Context: an optimization exercise on an open-source flow, tuned for small area, a short achievable clock period and few clock cycles. The choices shown serve that exercise and are no tape-out recipe. Where RTL was checked, it was by simulation tests only, not by an equivalence proof against the original. No functional check of the RTL was part of run 2. Power figures rest on the tool's default switching activity, not on a simulated workload.

## flow/config.mk

```make
export PLATFORM = sky130hd
export DESIGN_NAME = cpu
export DESIGN_NICKNAME = cpu
export VERILOG_FILES = /design/flow/design.v
export SDC_FILE = /design/flow/constraint.sdc
export NUM_CORES = 4
export LEC_CHECK = 0
export CAP_MARGIN = 20
export CORE_MARGIN = 2
export CORE_UTILIZATION = 40
export SLEW_MARGIN = 20
```

## flow/constraint.sdc

```tcl
create_clock -name core_clock -period 6.0 [get_ports {clk}]
set_input_delay 1.2000 -clock core_clock [delete_from_list [all_inputs] [get_ports {clk}]]
set_output_delay 1.2000 -clock core_clock [all_outputs]
set_load 0.01 [all_outputs]
```

## flow/design.v

```verilog
module vDFF(clk,D,Q);
  parameter n=1;
  input clk;
  input [n-1:0] D;
  output [n-1:0] Q;
  reg [n-1:0] Q;
  always @(posedge clk)
    Q <= D;
endmodule
module ALU(Ain,Bin,ALUop,out,Z,N,V);
input [15:0] Ain, Bin;
input [1:0] ALUop;
output [15:0] out;
output reg Z,N,V;
reg [15:0] out;
always@(*) begin
	case(ALUop)
		{2'b00}: out = Ain + Bin;
		{2'b01}: out = Ain - Bin;
 		{2'b10}: out = Ain & Bin;
		{2'b11}: out = ~Bin;
		default: out = {16{1'bx}};
	endcase
if (out == 16'b0000000000000000)begin
Z =1'b1;
end
else begin
Z=1'b0;
end
if(out[15]==1'b1) begin
N=1'b1;
end
else begin
N=1'b0;
end
if(ALUop===2'b00&Ain[15]===1'b0&Bin[15]===1'b0&out[15]===1'b1) begin
V=1'b1;
end 
else if(ALUop===2'b00&Ain[15]===1'b1&Bin[15]===1'b1&out[15]===1'b0) begin
V=1'b1;
end 
else if (ALUop===2'b01&Ain[15]===1'b0&Bin[15]===1'b1&out[15]===1'b1) begin
V=1'b1;
end
else if(ALUop===2'b01&Ain[15]===1'b1&Bin[15]===1'b0&out[15]===1'b0) begin
V=1'b1;
end 
else begin
V=1'b0;
end
end
endmodule
module shifter(in,shift,sout);
input [15:0] in;
input [1:0] shift;
output [15:0] sout;
reg [15:0] sout;
always@(*) begin
	case(shift)
		{2'b01}: {sout}={in[14:0], 1'b0};
		{2'b10}: {sout}={1'b0, in[15:1]};
		{2'b11}: {sout}={in[15], in[15:1]};
		{2'b00}: sout = in;
		default: sout = {16{1'bx}};
	endcase
end
endmodule
module regfile(data_in,writenum,write,readnum,clk,data_out);
input [15:0] data_in;
input [2:0] writenum, readnum;
input write, clk;
output [15:0] data_out;
wire[7:0] one_hot_write_adress,load_enables,mux_select;
wire [15:0] R0,R1,R2,R3,R4,R5,R6,R7;
DEC writing_adress_decoder(writenum,one_hot_write_adress);
DEC reading_adress_decoder(readnum,mux_select);
assign load_enables=one_hot_write_adress&{write,write,write,write,write,write,write,write};
REG #(16) reg0(clk,load_enables[0],data_in,R0);
REG #(16)reg1(clk,load_enables[1],data_in,R1);
REG #(16)reg2(clk,load_enables[2],data_in,R2);
REG #(16)reg3(clk,load_enables[3],data_in,R3);
REG #(16)reg4(clk,load_enables[4],data_in,R4);
REG #(16)reg5(clk,load_enables[5],data_in,R5);
REG #(16)reg6(clk,load_enables[6],data_in,R6);
REG #(16)reg7(clk,load_enables[7],data_in,R7);
MUX8 #(16)outputMUX(mux_select,R0,R1,R2,R3,R4,R5,R6,R7,data_out);
endmodule
module datapath(vsel,writenum,write,readnum,clk,loada,loadb,shift,asel,bsel,ALUop,loadc,loads,Z_out,N_out,V_out,datapath_out,sximm5,sximm8,PC,mdata);
input write,clk,loada,loadb,asel,bsel,loads,loadc;
input [1:0] shift,ALUop,vsel;
input [2:0] writenum,readnum;
input [8:0] PC;
input [15:0] sximm5,sximm8,mdata;
output Z_out,N_out,V_out;
output [15:0] datapath_out;
wire Z,N,V;
wire [15:0] data_in,data_out,regA_out,regB_out,Ain,Bin,sout,out;
MUX4 #(16) inputMux(vsel,datapath_out,{7'b0000000,PC},sximm8,mdata,data_in);
regfile REGFILE(data_in,writenum,write,readnum,clk,data_out);
REG #(16) regA(clk,loada,data_out,regA_out);
REG #(16) regB(clk,loadb,data_out,regB_out);
shifter shifter(regB_out,shift,sout);
MUX #(16) AinMux(asel,regA_out,16'b0,Ain);
MUX #(16) BinMux(bsel,sout,sximm5,Bin);
ALU ALU(Ain,Bin,ALUop,out,Z,N,V);
REG #(16)regC(clk,loadc,out,datapath_out);
REG regSZ(clk,loads,Z,Z_out);
REG regSN(clk,loads,N,N_out);
REG regSV(clk,loads,V,V_out);
endmodule
module DEC(in,out);
input[2:0] in;
output reg [7:0] out;
always@(in) begin
case(in)
3'b000:out=8'b00000001;
3'b001:out=8'b00000010;
3'b010:out=8'b00000100;
3'b011:out=8'b00001000;
3'b100:out=8'b00010000;
3'b101:out=8'b00100000;
3'b110:out=8'b01000000;
3'b111:out=8'b10000000;
default: out=8'bx;
endcase
end
endmodule
module REG(clk,load,in,out);
parameter n=1;
input clk,load;
input [n-1:0] in;
output reg [n-1:0] out;
wire [n-1:0] D;
wire [n-1:0] Q;
MUX #(.n(n)) LoadEnable(load,out,in,D);
vDFF #(.n(n)) RegisterFlipFlop(clk,D,Q);
always@(Q) begin
out=Q;
end
endmodule
module MUX4(sel,in0,in1,in2,in3,out);
parameter n=1;
input [1:0]sel;
input [n-1:0] in0,in1,in2,in3;
output reg [n-1:0] out;
always@(sel,in0,in1,in2,in3) begin
case(sel)
2'b00:out=in0;
2'b01:out=in1;
2'b10:out=in2;
2'b11:out=in3;
default: out=1'bx;
endcase
end
endmodule
module MUX(sel,in0,in1,out);
parameter n=1;
input sel;
input [n-1:0] in0,in1;
output reg [n-1:0] out;
always@(sel,in0,in1) begin
case(sel)
1'b1:out=in1;
1'b0:out=in0;
default: out=1'bx;
endcase
end
endmodule
module MUX8(sel,in0,in1,in2,in3,in4,in5,in6,in7,out);
parameter n=1;
input [7:0] sel;
input [n-1:0] in0,in1,in2,in3,in4,in5,in6,in7;
output reg [n-1:0] out;
always@(sel,in0,in1,in2,in3,in4,in5,in6,in7) begin
if(sel[0]==1'b1)
out=in0;
else if(sel[1]==1'b1)
out=in1;
else if(sel[2]==1'b1)
out=in2;
else if(sel[3]==1'b1)
out=in3;
else if(sel[4]==1'b1)
out=in4;
else if(sel[5]==1'b1)
out=in5;
else if(sel[6]==1'b1)
out=in6;
else if(sel[7]==1'b1)
out=in7;
else
out=16'bx;
end
endmodule
module instruction_register(load,clk,in,out);
input load,clk;
input [15:0] in;
output reg [15:0] out;
always@(posedge clk) begin
if(load==1'b1) begin
out<=in;
end
end
endmodule
module instruct_dec(instructreg, nsel, opcode, op, ALUop, sximm5, sximm8, shift, readnum, writenum);
input [15:0] instructreg;
input [2:0] nsel;
output [2:0] opcode;
output [1:0] op;
output [1:0] ALUop;
output reg [15:0] sximm5;
output reg [15:0] sximm8;
output [1:0] shift;
output [2:0] readnum;
output [2:0] writenum;
wire [4:0] imm5;
wire [7:0] imm8;
wire [2:0] Rn, Rd, Rm;
wire [2:0] mux_out;
assign shift = ((opcode==3'b011)|(opcode==3'b100))? 2'b00 :instructreg[4:3] ; 
assign Rn = instructreg[10:8];
assign Rd = instructreg[7:5];
assign Rm = instructreg[2:0];
MUX3 outputMUX(nsel, Rn, Rd, Rm, mux_out);
assign readnum=mux_out;
assign writenum = mux_out;
assign imm5 = instructreg[4:0];
assign imm8 = instructreg[7:0];
assign opcode = instructreg[15:13];
assign op = instructreg[12:11];	
assign ALUop = instructreg[12:11];
always@* begin
	if(imm5[4]== 1'b0)begin
		sximm5 = {{11{1'b0}},imm5};
	end
	else if(imm5[4]== 1'b1) begin
		sximm5 = {{11{1'b1}},imm5};
	end
	else begin
		sximm5 = {16{1'bx}};
	end
end
always @* begin 
	if(imm8[7] == 1'b0) begin
		sximm8 = {{8{1'b0}},imm8};
	end
	else if (imm8[7] == 1'b1)begin
		sximm8 = {{8{1'b1}},imm8};
	end
	else begin
	sximm8 = {16{1'bx}};
	end
end
endmodule
module MUX3(sel,in0,in1,in2,out);
input [2:0] sel;
input [2:0] in0,in1,in2;
output reg [2:0] out;
always@(sel,in0,in1,in2) begin
if(sel[0]==1'b1)
out=in0;
else if(sel[1]==1'b1)
out=in1;
else if(sel[2]==1'b1)
out=in2;
else begin
out=3'bx;
end
end
endmodule
module FSMcontroller(reset,clk,opcode,op,nsel,asel,bsel,vsel,loada,loadb,loadc,loads,write_regfile,load_pc,reset_pc,load_addr,addr_sel,mem_cmd,load_ir);
input  reset,clk;
input [2:0] opcode;
input [1:0] op;
output reg  asel,bsel,loada,loadb,loadc,loads,write_regfile,load_pc,reset_pc,load_addr,addr_sel,load_ir;
output reg [1:0] vsel,mem_cmd;
output reg [2:0] nsel;
reg[3:0] state;
reg[3:0] next_state;
always@(*) begin
case(state)
4'b1001:next_state=4'b1001;
4'b0000 : next_state = 4'b0110;
4'b0110 :next_state = 4'b0111;
4'b0111 : next_state=4'b1000;
4'b1000: next_state=4'b0001;
4'b0001: begin
if({opcode,op}==5'b11010) begin 
next_state=4'b0101;
end 
else if(opcode==3'b111) begin
next_state=4'b1001;
end
else if(({opcode,op}==5'b10111)|({opcode,op}==5'b11000)) begin
next_state=4'b0011;
end
else if( ({opcode,op}==5'b10100) | ({opcode,op}==5'b10101) | ({opcode,op}==5'b10110)|({opcode,op}==5'b01100)|({opcode,op}==5'b10000) ) begin
next_state=4'b0010;
end
else begin
next_state=4'b0000;
end
end
4'b0010:begin 
if(({opcode,op}==5'b01100)|({opcode,op}==5'b10000)) begin
next_state=4'b0100;
end
else begin
next_state=4'b0011;
end
end
4'b0011: begin 
if({opcode,op}==5'b10000) begin
next_state=4'b1100;
end
else begin
next_state=4'b0100;
end
end
4'b0100:begin
if({opcode,op}==5'b10101)  begin
next_state=4'b0110;
end
else if(({opcode,op}==5'b01100)|({opcode,op}==5'b10000)) begin
next_state=4'b1010;
end
else begin
next_state=4'b0101;
end
end
4'b0101: begin next_state=4'b0110;
end
4'b1010: begin
if({opcode,op}==5'b01100) begin
next_state=4'b1011;
end
else begin
next_state=4'b0011;
end
end
4'b1011: begin
next_state=4'b0101;
end
4'b1100: begin
next_state=4'b1101;
end
4'b1101: begin 
next_state=4'b0110;
end
default:next_state=4'bxxxx;
endcase
end
always@(posedge clk) begin
if(reset==1'b1) begin
state<=4'b0000;
end
else begin
state<=next_state;
end 
end
always@(*) begin
case(state)
4'b0000:begin
{load_pc,reset_pc,load_addr,addr_sel,mem_cmd,load_ir}={2'b11,5'b00000};
{asel,bsel,vsel,loada,loadb,loadc,loads,write_regfile,nsel}={12'b000000000000};
end
4'b1001: begin
{load_pc,reset_pc,load_addr,addr_sel,mem_cmd,load_ir}={2'b00,5'b00000};
{asel,bsel,vsel,loada,loadb,loadc,loads,write_regfile,nsel}={12'b000000000000};
end
4'b0110: begin
{asel,bsel,vsel,loada,loadb,loadc,loads,write_regfile,nsel}={12'b000000000000};
{load_pc,reset_pc,load_addr,addr_sel,mem_cmd,load_ir}={3'b000,1'b1,2'b01,1'b0};
end
4'b0111: begin
{asel,bsel,vsel,loada,loadb,loadc,loads,write_regfile,nsel}={12'b000000000000};
{load_pc,reset_pc,load_addr,addr_sel,mem_cmd,load_ir}={3'b000,1'b1,2'b01,1'b1};
end
4'b1000: begin
{asel,bsel,vsel,loada,loadb,loadc,loads,write_regfile,nsel}={12'b000000000000};
{load_pc,reset_pc,load_addr,addr_sel,mem_cmd,load_ir}={1'b1,2'b00,1'b1,2'b00,1'b0};
end
4'b0001:begin {asel,bsel,vsel,loada,loadb,loadc,loads,write_regfile,nsel}={12'b000000000000};
{load_pc,reset_pc,load_addr,addr_sel,mem_cmd,load_ir}={7'b0000000};
end
4'b0010: begin{asel,bsel,vsel,loada,loadb,loadc,loads,write_regfile,nsel}={4'b0000,1'b1,4'b0000,3'b001};
{load_pc,reset_pc,load_addr,addr_sel,mem_cmd,load_ir}=7'b0000000;
end
4'b0011:begin{asel,bsel,vsel,loada,loadb,loadc,loads,write_regfile}={5'b00000,1'b1,3'b000};
{load_pc,reset_pc,load_addr,addr_sel,mem_cmd,load_ir}=7'b0000000;
if({opcode,op}==5'b10000) begin
nsel=3'b010;
end else begin
nsel=3'b100;
end
end
4'b0100: begin {vsel,loada,loadb,loadc,write_regfile,nsel}={4'b0000,1'b1,4'b0000};
{load_pc,reset_pc,load_addr,addr_sel,mem_cmd,load_ir}=7'b0000000;
if({opcode,op}==5'b11000) begin
asel=1'b1;
loads=1'b0;
bsel=1'b0;
end
else if({opcode,op}==5'b10101)  begin
loads=1'b1;
asel=1'b0;
bsel=1'b0;
end else if(({opcode,op}==5'b01100)|({opcode,op}==5'b10000))  begin
loads=1'b0;
asel=1'b0;
bsel=1'b1;
end
else begin
asel=1'b0;
loads=1'b0;
bsel=1'b0;
end
end
4'b0101:begin {asel,bsel,loada,loadb,loadc,loads,write_regfile}={2'b00,4'b0000,1'b1};
{load_pc,reset_pc,load_addr,addr_sel,load_ir}={4'b0000,1'b0};
if({opcode,op}==5'b11010) begin
vsel=2'b10;
nsel=3'b001;
mem_cmd=2'b00;
end
else if({opcode,op}==5'b01100) begin
vsel=2'b11;
nsel=3'b010;
mem_cmd=2'b01;
end else 
begin
vsel=2'b00;
nsel=3'b010;
mem_cmd=2'b00;
end
end
4'b1010: begin
{asel,bsel,vsel,loada,loadb,loadc,loads,write_regfile,nsel}={12'b000000000000};
{load_pc,reset_pc,load_addr,addr_sel,mem_cmd,load_ir}={2'b00,2'b11,3'b000};
end
4'b1011: begin
{asel,bsel,vsel,loada,loadb,loadc,loads,write_regfile,nsel}={12'b000000000000};
{load_pc,reset_pc,load_addr,addr_sel,mem_cmd,load_ir}={4'b0000,2'b01,1'b0};
end
4'b1100: begin
{load_pc,reset_pc,load_addr,addr_sel,mem_cmd,load_ir}={2'b00,5'b00000};
{asel,bsel,vsel,loada,loadb,loadc,loads,write_regfile,nsel}={1'b1,5'b00000,1'b1,5'b00000};
end
4'b1101: begin
{load_pc,reset_pc,load_addr,addr_sel,mem_cmd,load_ir}={2'b00,2'b00,2'b10,1'b0};
{asel,bsel,vsel,loada,loadb,loadc,loads,write_regfile,nsel}={12'b000000000000};
end
default:begin {asel,bsel,vsel,loada,loadb,loadc,loads,write_regfile,nsel}={12'bxxxxxxxxxxxx};
{load_pc,reset_pc,load_addr,addr_sel,mem_cmd,load_ir}=7'bxxxxxxx;
end
endcase
end
endmodule
module cpu(clk,reset,read_data,out,N,V,Z,mem_cmd,mem_addr);
input clk, reset;
input [15:0] read_data;
output [1:0] mem_cmd;
output [8:0] mem_addr;
output [15:0] out;
output N, V, Z;
wire asel,bsel,loada,loadb,loadc,loads,write_regfile, load_ir,load_pc,reset_pc,addr_sel,load_addr;
wire [2:0] opcode,readnum,writenum,nsel;
wire[1:0] op,vsel,ALUop,shift;
wire [8:0] PC,next_pc, count_plusone, addr_out;
wire[15:0] instruction,sximm5,sximm8;
instruction_register IRREG(load_ir,clk,read_data,instruction);
instruct_dec dec(instruction, nsel, opcode, op, ALUop, sximm5, sximm8, shift, readnum, writenum);
FSMcontroller FSM(reset,clk,opcode,op,nsel,asel,bsel,vsel,loada,loadb,loadc,loads,write_regfile,load_pc,reset_pc,load_addr,addr_sel,mem_cmd,load_ir);
datapath DP(vsel,writenum,write_regfile,readnum,clk,loada,loadb,shift,asel,bsel,ALUop,loadc,loads,Z,N,V,out,sximm5,sximm8,PC,read_data);
assign count_plusone = PC + 9'b000000001;
 MUX #(9) ADDONE(reset_pc,count_plusone, 9'b000000000,  next_pc);
REG #(9) Program_Counter(clk,load_pc, next_pc, PC);
REG #(9) DATA(clk,load_addr ,out[8:0], addr_out);
MUX #(9) MEM(addr_sel, addr_out, PC, mem_addr);
endmodule
```

## flow/run.sh

```bash
#!/bin/bash
# synth_recipe.tcl (not shown) runs the flow's synth.tcl, then flattens the netlist and writes it again
# the make line also repeats each setting of config.mk as NAME=value (left out here)
make -C /OpenROAD-flow-scripts/flow DESIGN_CONFIG=/design/flow/config.mk WORK_HOME=/design/flow/orfs CLKGATE_MAP_FILE= SYNTH_SCRIPT=/design/flow/synth_recipe.tcl finish
```

==> impl_metrics.yaml, run 1 <==
clocking:
  clk_transition_reported_paths_ns: 0.06
  clock_sink_count: 217
  clk_root_buffer_cell: "clkbuf_16"
  tritoncts: "yes"
  cts-buffers-inserted: 24
  postCtsHoldBufs: 0
  clk-insertion-delay-late_ns: 0.52
  cts_buffer_depth: 3
  cts.htree.levels: 1
logic_synthesis:
  netlist_top_cells_count: "213 x edfxtp_1, 88 x nand2_1, 66 x nor2_1"
  synth.most_common_cell: "edfxtp_1"
  ys_seq_area_share_pct: 58.47
  synth_seq_cells: 217
  syn_nets: 978
  syn_inst: 941
  synthDominantCellAreaShare_pct: 57.74
  ys.warnings.count: 18
  netlist_area_mm2: 0.01108
  synth_area_leader_cell: "edfxtp_1"
  synth_area_leaders: "edfxtp_1 58%, nand2_1 3.0%, a21oi_1 2.8%, nor2_1 2.2%, ha_1 2.0%"
  synth.distinct_cells: 79
  synth_async_sr_flop_share_pct: 0
  number_of_enable_type_register_cells_in_the_synthesized_netlist: 213
  yosys_most_used_dff: "edfxtp_1"
  synth.avg_cell_area_um2: 11.77
timing:
  period_minus_slack_ns: 5.531
  fmax_mhz: 180.8
  setup_violations: 0
  slew_violations: 0
  relSlewSlack_pct: 35.98
  rsz0062_at_grt: "false"
  finalCritPeriodShare_pct: 92.18
  timing.final.hold_violations: 0
  fin_skew_ns: 0.01398
  slew_at_the_pin_with_the_worst_max_slew_slack_ns: 0.9545
  fin_setup_tns_ns: 0
final_layout:
  areaGrowthSynthToFinish_pct: 15.76
  nNetsFinal: 1027
  drive_above_1_share_pct: 11.45
  antenna_cells_inserted: 0
status:
  run_status: "no timing/DRC/antenna violations"
critical_path:
  critical_path.startpoint_type: "flip-flop"
  crit_type: "flip-flop to flip-flop"
  worst_r2r_path_depth: 19
  worstSetupEndpointType: "flip-flop"
  r2r_slack_ns: 0.47
  crit_path_max_fanout: 14
  critPathArrivalTime_ns: 5.92
  data_required_time_at_the_worst_endpoint_ns: 6.39
  critical_path.reg2reg.startpoint: "IRREG.out[14]"
  worstReg2RegEnd: "DP.regSZ.RegisterFlipFlop.Q"
grt:
  grt_max_degree: 43
  antenna_found_initial: 1
  first_global_vias: 7662
  track_usage_pct: 21.30
  grt_remaining_overflow: 0
  first_pass_grt_wire_length_um: 46800
die:
  fp.coreArea_mm2: 0.02710
  dieArea_mm2: 0.02904
  die-height_um: 170.4
  starting_density_of_the_core_pct: 40.87
  num_rows: 60
  die_w_um: 170.4
  pin_count: 48
pwr:
  total_power_uw: 5820
  power.net_switching_uw: 2109
  cellInternalPower_uw: 3711
  vdd_ir_drop_max_v: 0.0002101
  combinationalPowerShare_pct: 38.3
  power_density_mw_per_mm2: 453.9
  power.share.sequential_pct: 38.1
  cellLeakagePower_uw: 0.004359
  power.switching_fraction_pct: 36.23
  p_clk_share_pct: 23.6
drt:
  drt-initial-drc-count: 905
  drt_pass1_iterations: 6
  ant_nets: 0
  wl_per_cell_um: 22.42
  drt_wl_total_um: 30850
  routed_via_density: 5.886
  vias: 8099
  drt_drc_violations_left: 0
placement:
  hpwlAfterDp_um: 21760
  place.port_buffers: 47
  globalplace.congestion: 0.8832
min_path:
  min_to: "DATA.RegisterFlipFlop.Q[2]"
  timing.hold.worst.class: "flip-flop to flip-flop"
  number_of_cells_on_the_worst_hold_path: 0
  timing.hold.worst.start: "DP.regC.RegisterFlipFlop.Q[2]"
flow_run:
  maxCapViolations: 0
-- logic make-up after synthesis --
family	count (synthesis)	synth area share, %
xor+xnor	29	2.417
flops	217	58.47
fa+ha+maj	19	2.214
buf+inv	74	2.722
simple gates	286	12.96
compound gates	271	16.42
mux	45	4.801
-- stage by stage --
stage	setup WS, ns	hold WS (ns)	cells	utilization [%]	instance area [um^2]
after global placement	0.4648	0.4713	1336	44.57	12080
after global routing	0.008962	0.4918	1376	47.31	12820
after floorplan	0.3586	0.5203	941	-	11080
final	0.4692	0.4770	1376	47.31	12820
after detailed placement	0.2183	0.4692	1336	44.58	12080
after CTS	0.1862	0.4797	1376	47.24	12800
-- cell type report --
type | instances | area, um^2
Sequential cell | 217 | 6476
Clock inverter | 9 | 71.32
Tap cell | 372 | 465.4
Multi-Input combinational cell | 650 | 4379
Inverter | 17 | 63.81
Timing Repair Buffer | 80 | 718.2
Fill cell | 2467 | 14280
Clock buffer | 31 | 648.1
-- what timing repair did --
| action | 4_1_cts | 5_1_grt |
|---|---|---|
| setup buffers | 0 | 0 |
| endpoints found under the setup margin | 0 | 3 |
| gates resized for setup | 0 | 3 |
-- flip-flops by register name, summed over array words and instances (netlist names), 9 cells and up --
signal                              cells
DP.regB.RegisterFlipFlop.Q             16
DP.REGFILE.reg5.RegisterFlipFlop.Q     16
DP.regA.RegisterFlipFlop.Q             16
DP.REGFILE.reg6.RegisterFlipFlop.Q     16
DATA.RegisterFlipFlop.Q                 9
IRREG.out                              16
DP.REGFILE.reg7.RegisterFlipFlop.Q     16
DP.REGFILE.reg1.RegisterFlipFlop.Q     16
DP.REGFILE.reg2.RegisterFlipFlop.Q     16
DP.REGFILE.reg0.RegisterFlipFlop.Q     16
DP.regC.RegisterFlipFlop.Q             16
DP.REGFILE.reg3.RegisterFlipFlop.Q     16
Program_Counter.RegisterFlipFlop.Q      9
DP.REGFILE.reg4.RegisterFlipFlop.Q     16
-- placed cells by master, fill, tap and decap left out, types with 18 or more instances in the layout --
master	count
nor3_1	18
o21ai_0	40
xor2_1	18
clkdlybuf4s50_1	47
a31oi_1	21
o22ai_1	19
ha_1	18
nand3_1	19
edfxtp_1	213
nor2_1	66
buf_4	33
nand2_1	88
a21oi_1	63
clkbuf_16	25
-- metal layers --
layer  global-route usage [%]  part of all wire [%]  vias up
met5                        0                     0        -
met4                    5.388                   2.2        0
met3                    3.116                   6.5       37
met2                    33.81                    46      275
met1                    30.77                    46     4046
li1                         -                     -     3741
-- power by group through the flow --
stage / sequential, uW / clock, uW / combinational, uW
floorplan: 2180 / 0 / 1510
global placement: 2240 / 0 / 2200
detailed placement: 2240 / 0 / 2220
CTS: 2220 / 1390 / 2230
global route: 2230 / 1460 / 2450
finish: 2220 / 1370 / 2230
-- worst max-delay path by stage --
stage	start	end	slack (ns)	cells after the start
CTS	IRREG.out[14]	DP.regSZ.RegisterFlipFlop.Q	0.19	19
global placement	IRREG.out[15]	DP.regSZ.RegisterFlipFlop.Q	0.46	18
global route	IRREG.out[14]	DP.regC.RegisterFlipFlop.Q[15]	0.009	20
finish	IRREG.out[14]	DP.regSZ.RegisterFlipFlop.Q	0.47	19
floorplan	FSM.state[0]	DP.REGFILE.reg3.RegisterFlipFlop.Q[0]	0.36	9
detailed placement	IRREG.out[14]	DP.regSZ.RegisterFlipFlop.Q	0.22	19
-- worst max-delay path: stages, from the launching register on --
cell	delay (ns)
edfxtp_1	0.63
and3b_1	0.47
o21ai_4	0.16
or2_4	0.37
o21ai_0	0.27
ha_1	0.23
and3_1	0.24
nand3_1	0.12
a211oi_1	0.28
nor2_1	0.07
ha_1	0.31
a21oi_1	0.21
o21ai_0	0.16
o21a_1	0.16
a311o_1	0.36
a21oi_1	0.15
a31oi_1	0.08
or4b_1	0.57
nor4_2	0.32
and3_1	0.22
Testbench counts, summed over its fixed seeds: cycles 73,109.
==> run 2, diff against run 1 <==
==> flow/design.v (replaced) <==
module cpu(clk,reset,read_data,out,N,V,Z,mem_cmd,mem_addr);
input clk, reset;
input [15:0] read_data;
output reg [1:0] mem_cmd;
output reg [8:0] mem_addr;
output reg [15:0] out;
output reg N, V, Z;
reg        c_fetch;    
reg        d_valid;    
reg        i_valid;    
reg [15:0] ir;
reg        halted;
reg  [8:0] fpc;        
reg  [8:0] xpc;        
reg        smc;        
reg        ld1_v, ld2_v, ld3_v;
reg  [2:0] ld1_rd, ld2_rd, ld3_rd;
wire is_mem  = ~ir[15] | ~(ir[14] | ir[13]);    
wire is_ldr  = ~ir[15];
wire is_str  = ir[15] & ~ir[14] & ~ir[13];
wire is_halt = ir[15] & ir[14] & ir[13];
wire is_mov  = ir[15] & ir[14] & ~ir[13];       
wire is_alu  = ir[15] & ~ir[14] & ir[13];       
wire is_cmp  = is_alu & ~ir[12] & ir[11];
wire wr_reg  = is_mov | (is_alu & ~is_cmp);
wire use_rn  = is_mem | (is_alu & ~(ir[12] & ir[11]));
wire use_rm  = (is_mov & ~ir[12]) | is_alu;
wire [2:0] rn = ir[10:8], rd = ir[7:5], rm = ir[2:0];
wire [2:0] wa = (is_mov & ir[12]) ? rn : rd;
function pend;
  input [2:0] r;
  pend = (ld1_v & (ld1_rd == r)) | (ld2_v & (ld2_rd == r));
endfunction
wire hazard = (use_rn & pend(rn)) | (use_rm & pend(rm)) | (is_str & pend(rd));
wire flush  = (i_valid & hazard) | smc;
wire exec   = i_valid & ~flush & ~halted;
reg  [15:0] rf [0:7];
wire [2:0]  rb = is_str ? rd : rm;
wire [15:0] a  = rf[rn];
wire [15:0] b  = rf[rb];
reg [15:0] sb;
always @(*) begin
  case (ir[4:3])
    2'b00: sb = b;
    2'b01: sb = {b[14:0], 1'b0};
    2'b10: sb = {1'b0, b[15:1]};
    default: sb = {b[15], b[15:1]};
  endcase
end
wire        sub = ~ir[12] & ir[11];
wire [15:0] sum = a + (sb ^ {16{sub}}) + {15'b0, sub};
wire  [8:0] ea  = a[8:0] + {{4{ir[4]}}, ir[4:0]};
reg [15:0] res;
always @(*) begin
  if (is_mov) res = ir[12] ? {{8{ir[7]}}, ir[7:0]} : sb;
  else case (ir[12:11])
    2'b10: res = a & sb;
    2'b11: res = ~sb;
    default: res = sum;
  endcase
end
wire        we_x = exec & wr_reg;
wire        we   = we_x | ld3_v;
wire  [2:0] wsel = ld3_v ? ld3_rd : wa;
wire [15:0] wd   = ld3_v ? ir : res;
integer k;
always @(posedge clk)
  for (k = 0; k < 8; k = k + 1)
    if (we && wsel == k) rf[k] <= wd;
always @(posedge clk) begin
  if (exec & is_cmp) begin
    Z <= (a == sb);
    N <= sum[15];
    V <= (a[15] ^ sb[15]) & (sum[15] ^ a[15]);
  end
end
wire [8:0] xpc1 = xpc + 9'd1;
wire [8:0] xpc2 = xpc + 9'd2;
wire       mem_x = exec & is_mem;
always @(posedge clk) out <= b;
always @(posedge clk) begin
  if (reset) begin
    mem_cmd <= 2'b01; mem_addr <= 9'd0; c_fetch <= 1'b1;
    fpc <= 9'd1; xpc <= 9'd0;
    d_valid <= 1'b0; i_valid <= 1'b0; halted <= 1'b0; smc <= 1'b0;
    ld1_v <= 1'b0; ld2_v <= 1'b0; ld3_v <= 1'b0;
  end else begin
    d_valid <= c_fetch & ~flush;
    i_valid <= d_valid & ~flush;
    smc     <= mem_x & is_str & ((ea == xpc1) | (ea == xpc2));
    if (exec) xpc <= xpc1;
    ld1_v <= mem_x & is_ldr;
    ld2_v <= ld1_v & ~(we_x & (wa == ld1_rd));
    ld3_v <= ld2_v & ~(we_x & (wa == ld2_rd));
    if (halted | (exec & is_halt)) begin
      halted <= 1'b1; mem_cmd <= 2'b00; c_fetch <= 1'b0;
    end else if (flush) begin
      mem_cmd <= 2'b01; mem_addr <= xpc; c_fetch <= 1'b1; fpc <= xpc1;
    end else if (mem_x) begin
      mem_cmd <= is_str ? 2'b10 : 2'b01; mem_addr <= ea; c_fetch <= 1'b0;
    end else begin
      mem_cmd <= 2'b01; mem_addr <= fpc; c_fetch <= 1'b1; fpc <= fpc + 9'd1;
    end
  end
end
always @(posedge clk) begin
  ir <= read_data;
  ld1_rd <= rd; ld2_rd <= ld1_rd; ld3_rd <= ld2_rd;
end
endmodule
==> run 2 against run 1 <==
Critical endpoint is now rf[1][12]. Largest cell class is now multi-input gates. Global-route usage up 2.5 points. Clock power up 3%. Power down 29%. Critical path depth up 2.
==> impl_metrics.yaml, run 2 <==
status:
  run_status: "no timing/DRC/antenna violations"
final_layout:
  finalNonFillerCells: 1746
  drive_above_1_share_pct: 12.37
  final.fill_count: 2900
  stdcell_area_mm2: 0.01447
  areaGrowthSynthToFinish_pct: 16.10
  leading_cell_type_in_the_layout_fill_and_taps_excluded: "edfxtp_1"
  max_flop_register: "rf"
  nNetsFinal: 1393
  antenna_cells_inserted: 0
  largest_register_ffs: 128
  layout.cells.most_common_list: "131 x edfxtp_1, 129 x nor2_1, 87 x nand2_1"
  reg_top3: "rf x128, ir x16, out x16"
logic_synthesis:
  synth_area_leaders: "edfxtp_1 32%, dfxtp_1 13%, mux2i_1 4.7%, ha_1 4.1%, xnor2_1 4.0%"
  ys_seq_area_share_pct: 44.11
  syn_inst: 1270
  number_of_enable_type_register_cells_in_the_synthesized_netlist: 131
  netlist_top_cells_count: "131 x edfxtp_1, 130 x nor2_1, 87 x nand2_1"
  syn_nets: 1331
  netlist_area_mm2: 0.01246
  ys.warnings.count: 2
  synth.most_common_cell: "edfxtp_1"
  synthDominantCellAreaShare_pct: 31.57
  synth.avg_cell_area_um2: 9.811
  synth.distinct_cells: 88
  synth_area_leader_cell: "edfxtp_1"
  synth_async_sr_flop_share_pct: 0
  synth_seq_cells: 209
  yosys_most_used_dff: "edfxtp_1"
timing:
  timing.final.hold_violations: 0
  relSlewSlack_pct: 31.67
  slew_at_the_pin_with_the_worst_max_slew_slack_ns: 1.025
  setup_violations: 0
  fin_setup_tns_ns: 0
  fin_skew_ns: 0.01900
  rsz0062_at_grt: "false"
  period_minus_slack_ns: 5.679
  layout_setup_ws_ns: 0.3208
  fmax_mhz: 176.1
  slew_violations: 0
  finalCritPeriodShare_pct: 94.65
die:
  die_w_um: 180.5
  dieArea_mm2: 0.03258
  num_rows: 64
  fp.coreArea_mm2: 0.03067
  die-height_um: 180.5
  pin_count: 48
  starting_density_of_the_core_pct: 40.63
grt:
  groute.layer.met1.usage_pct: 32.41
  grt_remaining_overflow: 0
  grt_use_met2_pct: 38.35
  first_global_vias: 10140
  antenna_found_initial: 0
  grt_most_used_layer: "met2"
  grt_max_degree: 32
  first_pass_grt_wire_length_um: 60860
  track_usage_pct: 23.79
  globalRouteMet3Util_pct: 3.112
placement:
  place.port_buffers: 47
  placed_area_mm2: 0.01364
  hpwlAfterDp_um: 29240
  numPlacedInstances: 1700
  globalplace.congestion: 0.9667
  placement.setup.worst_slack_ns: 0.1795
clocking:
  clock_sink_count: 209
  clk_root_buffer_cell: "clkbuf_16"
  clk-insertion-delay-late_ns: 0.54
  cts_buffer_depth: 3
  tritoncts: "yes"
  cts.htree.levels: 1
  cts-buffers-inserted: 24
  clk_transition_reported_paths_ns: 0.06
critical_path:
  crit_path_cell_trace: "or3b_1, buf_4, a21oi_4, buf_4, o211ai_1, nand4_1, o211ai_1, and2_1, inv_1, mux2_2, fa_1, a21o_1, a21oi_1, o21ai_0, a31o_2, a21o_1, a21oi_1, nor2_1, or3_1, a32o_1, o31a_1"
  crit_path_max_fanout: 17
  critical_path.startpoint_type: "flip-flop"
  worst_path_dominant_cell_family: "compound AO/OA/AOI/OAI gates"
  data_required_time_at_the_worst_endpoint_ns: 6.25
  crit_type: "flip-flop to flip-flop"
  timing.critical_path.slowest_cell_delay_ns: 0.48
  critPathArrivalTime_ns: 5.93
  worstSetupEndpointType: "flip-flop"
  crit_buf_inv: 3
  timing.critical_path.slowest_stage_cell: "or3b_1"
drt:
  vias: 10560
  drt_pass1_iterations: 5
  wl_per_cell_um: 22.67
  ant_nets: 0
  drt_drc_violations_left: 0
  drt_wl_total_um: 39590
  routed_via_density: 6.045
  drt-initial-drc-count: 1111
pwr:
  vdd_ir_drop_max_v: 0.0002735
  power_density_mw_per_mm2: 283.9
  total_power_uw: 4106
  cellLeakagePower_uw: 0.005407
flow_run:
  maxCapViolations: 0
min_path:
  timing.hold.worst.class: "flip-flop to flip-flop"
-- run 2: changes by cell type after synthesis, sizes merged, moves of 22 or more --
cell,change
mux2i,+43
dfxtp,+74
o21ai,+22
edfxtp,-82
ha,+23
xnor2,+47
nand3,+25
nor2,+64
inv,+27
-- run 2: final cells by class --
class / count / area [um^2] / share of cell area, %
multi-input cells: 935 / 6511 / 45.01
flip-flops and latches: 209 / 5498 / 38.01
repair buffers: 119 / 1036 / 7.162
clock buffers: 34 / 659.4 / 4.558
well taps: 396 / 495.5 / 3.425
inverters: 43 / 161.4 / 1.116
clock inverters: 10 / 103.9 / 0.7179
-- run 2: final timing paths --
kind	startpoint	end	slack, ns	depth (start not counted)
hold / removal	d_valid	i_valid	0.46	1
hold reg to reg	d_valid	i_valid	0.46	1
setup / recovery	ir[13]	rf[1][12]	0.32	21
setup reg to reg	ir[13]	rf[1][12]	0.32	21
-- run 2: logic make-up after synthesis --
group                    count (synthesis)  share of synthesized area, %
buffers and inverters                  126                         4.057
multiplexers                            86                         7.733
AND/OR/NAND/NOR                        379                         14.51
adder cells (fa/ha/maj)                 43                         4.439
AO/OA/AOI/OAI                          340                         18.98
flip-flops                             209                         44.11
XOR/XNOR                                87                         6.176
-- run 2: stage by stage --
stage	hold slack [ns]	util, %
6_report	0.4573	47.16
5_1_grt	0.4748	47.16
4_1_cts	0.4601	46.96
3_5_place_dp	0.4528	44.47
3_3_place_gp	0.4471	44.47
2_1_floorplan	0.3290	-
-- run 2: repair_timing --
item,in CTS,in global routing
setup endpoints to repair,0,21
hold buffers,0,0
buffers inserted,0,2
resized for setup,0,4
-- run 2: where the power goes --
group	internal (uW)	switching [uW]	total (uW)	leakage, uW
sequential	1630	45.4	1680	0.00183
clock	817	596	1410	0.000376
combinational	404	609	1010	0.00320
total	2850	1250	4110	0.00541
-- run 2: metal layers --
metal  vias to the layer above  routed length, um
met3                        86               3044
met2                       491              17940
met1                      5104              16970
met4                         0               1632
met5                         -                  0
li1                       4874                  -
==> run 3, diff against run 2 <==
--- a/flow/design.v
+++ b/flow/design.v
@@ -9,6 +9,7 @@
 reg        d_valid;    
 reg        i_valid;    
 reg [15:0] ir;
+reg  [2:0] ir_rb;      
 reg        halted;
 reg  [8:0] fpc;        
 reg  [8:0] xpc;        
@@ -35,9 +36,8 @@
 wire flush  = (i_valid & hazard) | smc;
 wire exec   = i_valid & ~flush & ~halted;
 reg  [15:0] rf [0:7];
-wire [2:0]  rb = is_str ? rd : rm;
 wire [15:0] a  = rf[rn];
-wire [15:0] b  = rf[rb];
+wire [15:0] b  = rf[ir_rb];
 reg [15:0] sb;
 always @(*) begin
   case (ir[4:3])
@@ -105,6 +105,7 @@
 end
 always @(posedge clk) begin
   ir <= read_data;
+  ir_rb <= (read_data[15] & ~read_data[14] & ~read_data[13]) ? read_data[7:5] : read_data[2:0];
   ld1_rd <= rd; ld2_rd <= ld1_rd; ld3_rd <= ld2_rd;
 end
 endmodule
--- a/flow/config.mk
+++ b/flow/config.mk
@@ -8,4 +8,5 @@
 export CAP_MARGIN = 20
 export CORE_MARGIN = 2
 export CORE_UTILIZATION = 40
+export SETUP_SLACK_MARGIN = 1.5
 export SLEW_MARGIN = 20
==> run 3 against run 2 <==
Sequential power about the same. Setup slack improved by 1.3 ns. Power grew 2.4%. Global-route usage shrank 0.42 points. Critical path type unchanged. Clock skew up 0.0030 ns. Still clean. Final area decreased by 1.4%. Critical path depth down 3. Clock-buffer cell count decreased by 10.
==> impl_metrics.yaml, run 3 <==
clocking:
  clk_root_buffer_cell: "clkbuf_16"
  cts-buffers-inserted: 23
  clk_transition_reported_paths_ns: 0.06
  clk-insertion-delay-late_ns: 0.55
  cts.htree.levels: 1
  cts_buffer_depth: 3
  clock_sink_count: 212
  postCtsHoldBufs: 0
  tritoncts: "yes"
die:
  die_w_um: 178.1
  die-height_um: 178.1
  starting_density_of_the_core_pct: 40.78
  pin_count: 48
  dieArea_mm2: 0.03170
  num_rows: 63
  fp.coreArea_mm2: 0.02972
logic_synthesis:
  yosys_most_used_dff: "edfxtp_1"
  netlist_area_mm2: 0.01212
  synth.most_common_cell: "edfxtp_1"
  ys.warnings.count: 2
  synth_async_sr_flop_share_pct: 0
  syn_nets: 1269
  synth.distinct_cells: 80
  number_of_enable_type_register_cells_in_the_synthesized_netlist: 131
  synth_seq_cells: 212
  synth_area_leaders: "edfxtp_1 32%, dfxtp_1 13%, xnor2_1 5.5%, mux2i_1 5.0%, ha_1 4.2%"
  syn_inst: 1208
  ys_seq_area_share_pct: 45.84
  synth_area_leader_cell: "edfxtp_1"
  netlist_top_cells_count: "131 x edfxtp_1, 126 x nor2_1, 89 x nand2_1"
  synthDominantCellAreaShare_pct: 32.46
  synth.avg_cell_area_um2: 10.03
timing:
  fin_skew_ns: 0.02196
  slew_at_the_pin_with_the_worst_max_slew_slack_ns: 0.9407
  fmax_mhz: 230.9
  setup_violations: 0
  relSlewSlack_pct: 36.62
  finalCritPeriodShare_pct: 72.19
  slew_violations: 0
  timing.final.hold_violations: 0
  fin_worst_hold_slack_ns: 0.4548
  period_minus_slack_ns: 4.331
  fin_setup_tns_ns: 0
  rsz0062_at_grt: "false"
drt:
  vias: 9791
  routed_via_density: 5.888
  drt_pass1_iterations: 6
  drt-initial-drc-count: 1016
  ant_nets: 0
  drt_wl_total_um: 37120
  drt_drc_violations_left: 0
  wl_per_cell_um: 22.32
critical_path:
  timing.critical_path.slowest_stage_cell: "dfxtp_4"
  r2r_slack_ns: 1.67
  critical_path.most_common_cell: "buf_4"
  crit_path_cell_trace: "buf_4, nor2b_4, a22oi_2, nor2_1, o32a_1, mux2_2, mux2i_4, xnor2_1, ha_1, buf_4, nand3_1, and3b_1, or3_1, a41oi_2, xnor2_1, a2111oi_2, a211oi_2, buf_4"
  crit_path_max_fanout: 8
  critPathArrivalTime_ns: 4.61
  timing.critical_path.slowest_cell_delay_ns: 0.39
  worstReg2RegEnd: "rf[4][7]"
  critical_path.startpoint_type: "flip-flop"
  crit_type: "flip-flop to flip-flop"
  worstSetupEndpointType: "flip-flop"
  data_required_time_at_the_worst_endpoint_ns: 6.28
  critical_path.reg2reg.startpoint: "ir_rb[2]"
  worst_r2r_path_depth: 18
pwr:
  cellLeakagePower_uw: 0.005271
  vdd_ir_drop_max_v: 0.0001609
  power_density_mw_per_mm2: 294.8
final_layout:
  finalNonFillerCells: 1663
  nNetsFinal: 1317
  largest_register_ffs: 128
  layout.cells.most_common_list: "131 x edfxtp_1, 122 x nor2_1, 87 x nand2_1"
  antenna_cells_inserted: 0
  drive_above_1_share_pct: 14.45
  reg_top3: "rf x128, ir x16, out x16"
  stdcell_area_mm2: 0.01427
  areaGrowthSynthToFinish_pct: 17.73
  final_core_utilization_pct: 48.01
  max_flop_register: "rf"
  final.fill_count: 2724
  leading_cell_type_in_the_layout_fill_and_taps_excluded: "edfxtp_1"
placement:
  hpwlAfterDp_um: 25690
  globalplace.congestion: 0.9372
  place.port_buffers: 47
  placed_area_mm2: 0.01298
  numPlacedInstances: 1602
grt:
  antenna_found_initial: 1
  grt_max_degree: 36
  first_pass_grt_wire_length_um: 56250
  grt_remaining_overflow: 0
  track_usage_pct: 23.37
  first_global_vias: 9422
min_path:
  min_to: "mem_addr[4]"
  number_of_cells_on_the_worst_hold_path: 2
  timing.hold.worst.start: "mem_addr[4]"
  timing.hold.worst.class: "flip-flop to flip-flop"
flow_run:
  maxCapViolations: 0
status:
  run_status: "no timing/DRC/antenna violations"
[run 3: cell count changes after synthesis, moves of 12 or more]
cell / change
a31oi_1: -14
clkbuf_1: -15
nand3_1: -20
o21ai_1: -15
o22ai_1: +12
xnor2_1: +19
[run 3: routing by layer]
metal	vias to the layer above	global-route usage, %	wire (um)
met1	4728	33.09	16300
met2	405	36.89	16860
met5	-	0	13
met4	2	6.728	1006
met3	85	3.815	2937
li1	4571	-	-
[run 3: kinds of logic (layout without fill, tap and decap cells)]
logic type	after synthesis	after routing	share of synthesized area [%]
flip-flops	212	212	45.84
XOR/XNOR	98	98	7.300
buffers and inverters	115	180	4.099
AND/OR/NAND/NOR	344	344	13.18
multiplexers	82	82	7.465
AO/OA/AOI/OAI	314	314	17.55
adder cells (fa/ha/maj)	43	43	4.564
[run 3: per-stage QoR]
stage / power (uW) / worst slack [ns]
4_1_cts: 4164 / 1.513
5_1_grt: 4379 / 1.446
2_1_floorplan: 2356 / 1.742
3_3_place_gp: 2616 / 0.8090
6_report: 4206 / 1.669
3_5_place_dp: 2624 / 0.6033
[run 3: report_power, final]
group	switching [uW]	total [uW]	internal, uW
sequential	48.2	1710	1660
clock	623	1510	883
combinational	574	993	419
[run 3: what timing repair did]
| item | CTS | global route |
|---|---|---|
| pin swaps | 4 | 11 |
| endpoints found under the setup margin | 107 | 91 |
| resized for setup | 27 | 47 |
| buffers inserted | 13 | 6 |
[run 3: area by class of cell]
type	instances	area, um^2	area share [%]
Clock buffer	24	579.3	4.061
Sequential cell	212	5575	39.08
Timing Repair Buffer	97	875.8	6.139
Inverter	41	157.7	1.105
Tap cell	390	488.0	3.420
Multi-Input combinational cell	881	6370	44.65
Clock inverter	18	220.2	1.544
[run 3: how the worst max path moves through the flow]
stage / endpoint / from
2_1_floorplan: rf[0][10] / ir_rb[2]
3_3_place_gp: rf[4][12] / ir_rb[1]
3_5_place_dp: rf[6][7] / ir_rb[2]
4_1_cts: rf[7][15] / ir_rb[0]
5_1_grt: smc / ir[9]
6_report: rf[4][7] / ir_rb[2]
[run 3: critical path: cells and delay by family, from the launching register on]
| kind | cells | cell delay [ns] |
|---|---|---|
| AOI/OAI and AO/OA | 5 | 1.27 |
| xor gates and xnor gates | 2 | 0.19 |
| adders and majority gates | 1 | 0.35 |
| buffers and inverters | 3 | 0.51 |
| DFF | 1 | 0.39 |
| muxes | 2 | 0.47 |
| and+or+nand+nor | 5 | 0.87 |
Testbench counts of run 3, summed over its fixed seeds: cycles 13,003.

## separate check: timing with driven ports
No port has a modelled driver above. Below, the same layouts with a new extraction and two added sets of constraints. Step 1 (the two cells are an assumption about what drives the block):
set clk [get_ports {clk}]
set_driving_cell -lib_cell sky130_fd_sc_hd__clkbuf_16 $clk
set_driving_cell -lib_cell sky130_fd_sc_hd__buf_2 [delete_from_list [all_inputs] $clk]
Step 2 also shifts input and output timing later by t, the mid clock arrival at the registers, as if the neighbouring blocks saw the same clock. Three values: no drivers, after step 1, after step 2; two values: the first two.
| run | t, ns | slack for setup (ns) | hold WS [ns] | cell pins on the clock port's net |
|---|---|---|---|---|
| run 1 | 0.562 | 0.469 / 0.469 / 0.469 | 0.477 / 0.477 / 0.477 | 1 |
| run 2 | 0.581 | 0.321 / 0.321 / 0.321 | 0.457 / 0.457 / 0.457 | 1 |
| run 3 | 0.586 | 1.669 / 1.669 / 1.669 | 0.455 / 0.455 / 0.455 | 1 |
After both steps every run listed still meets setup and hold.
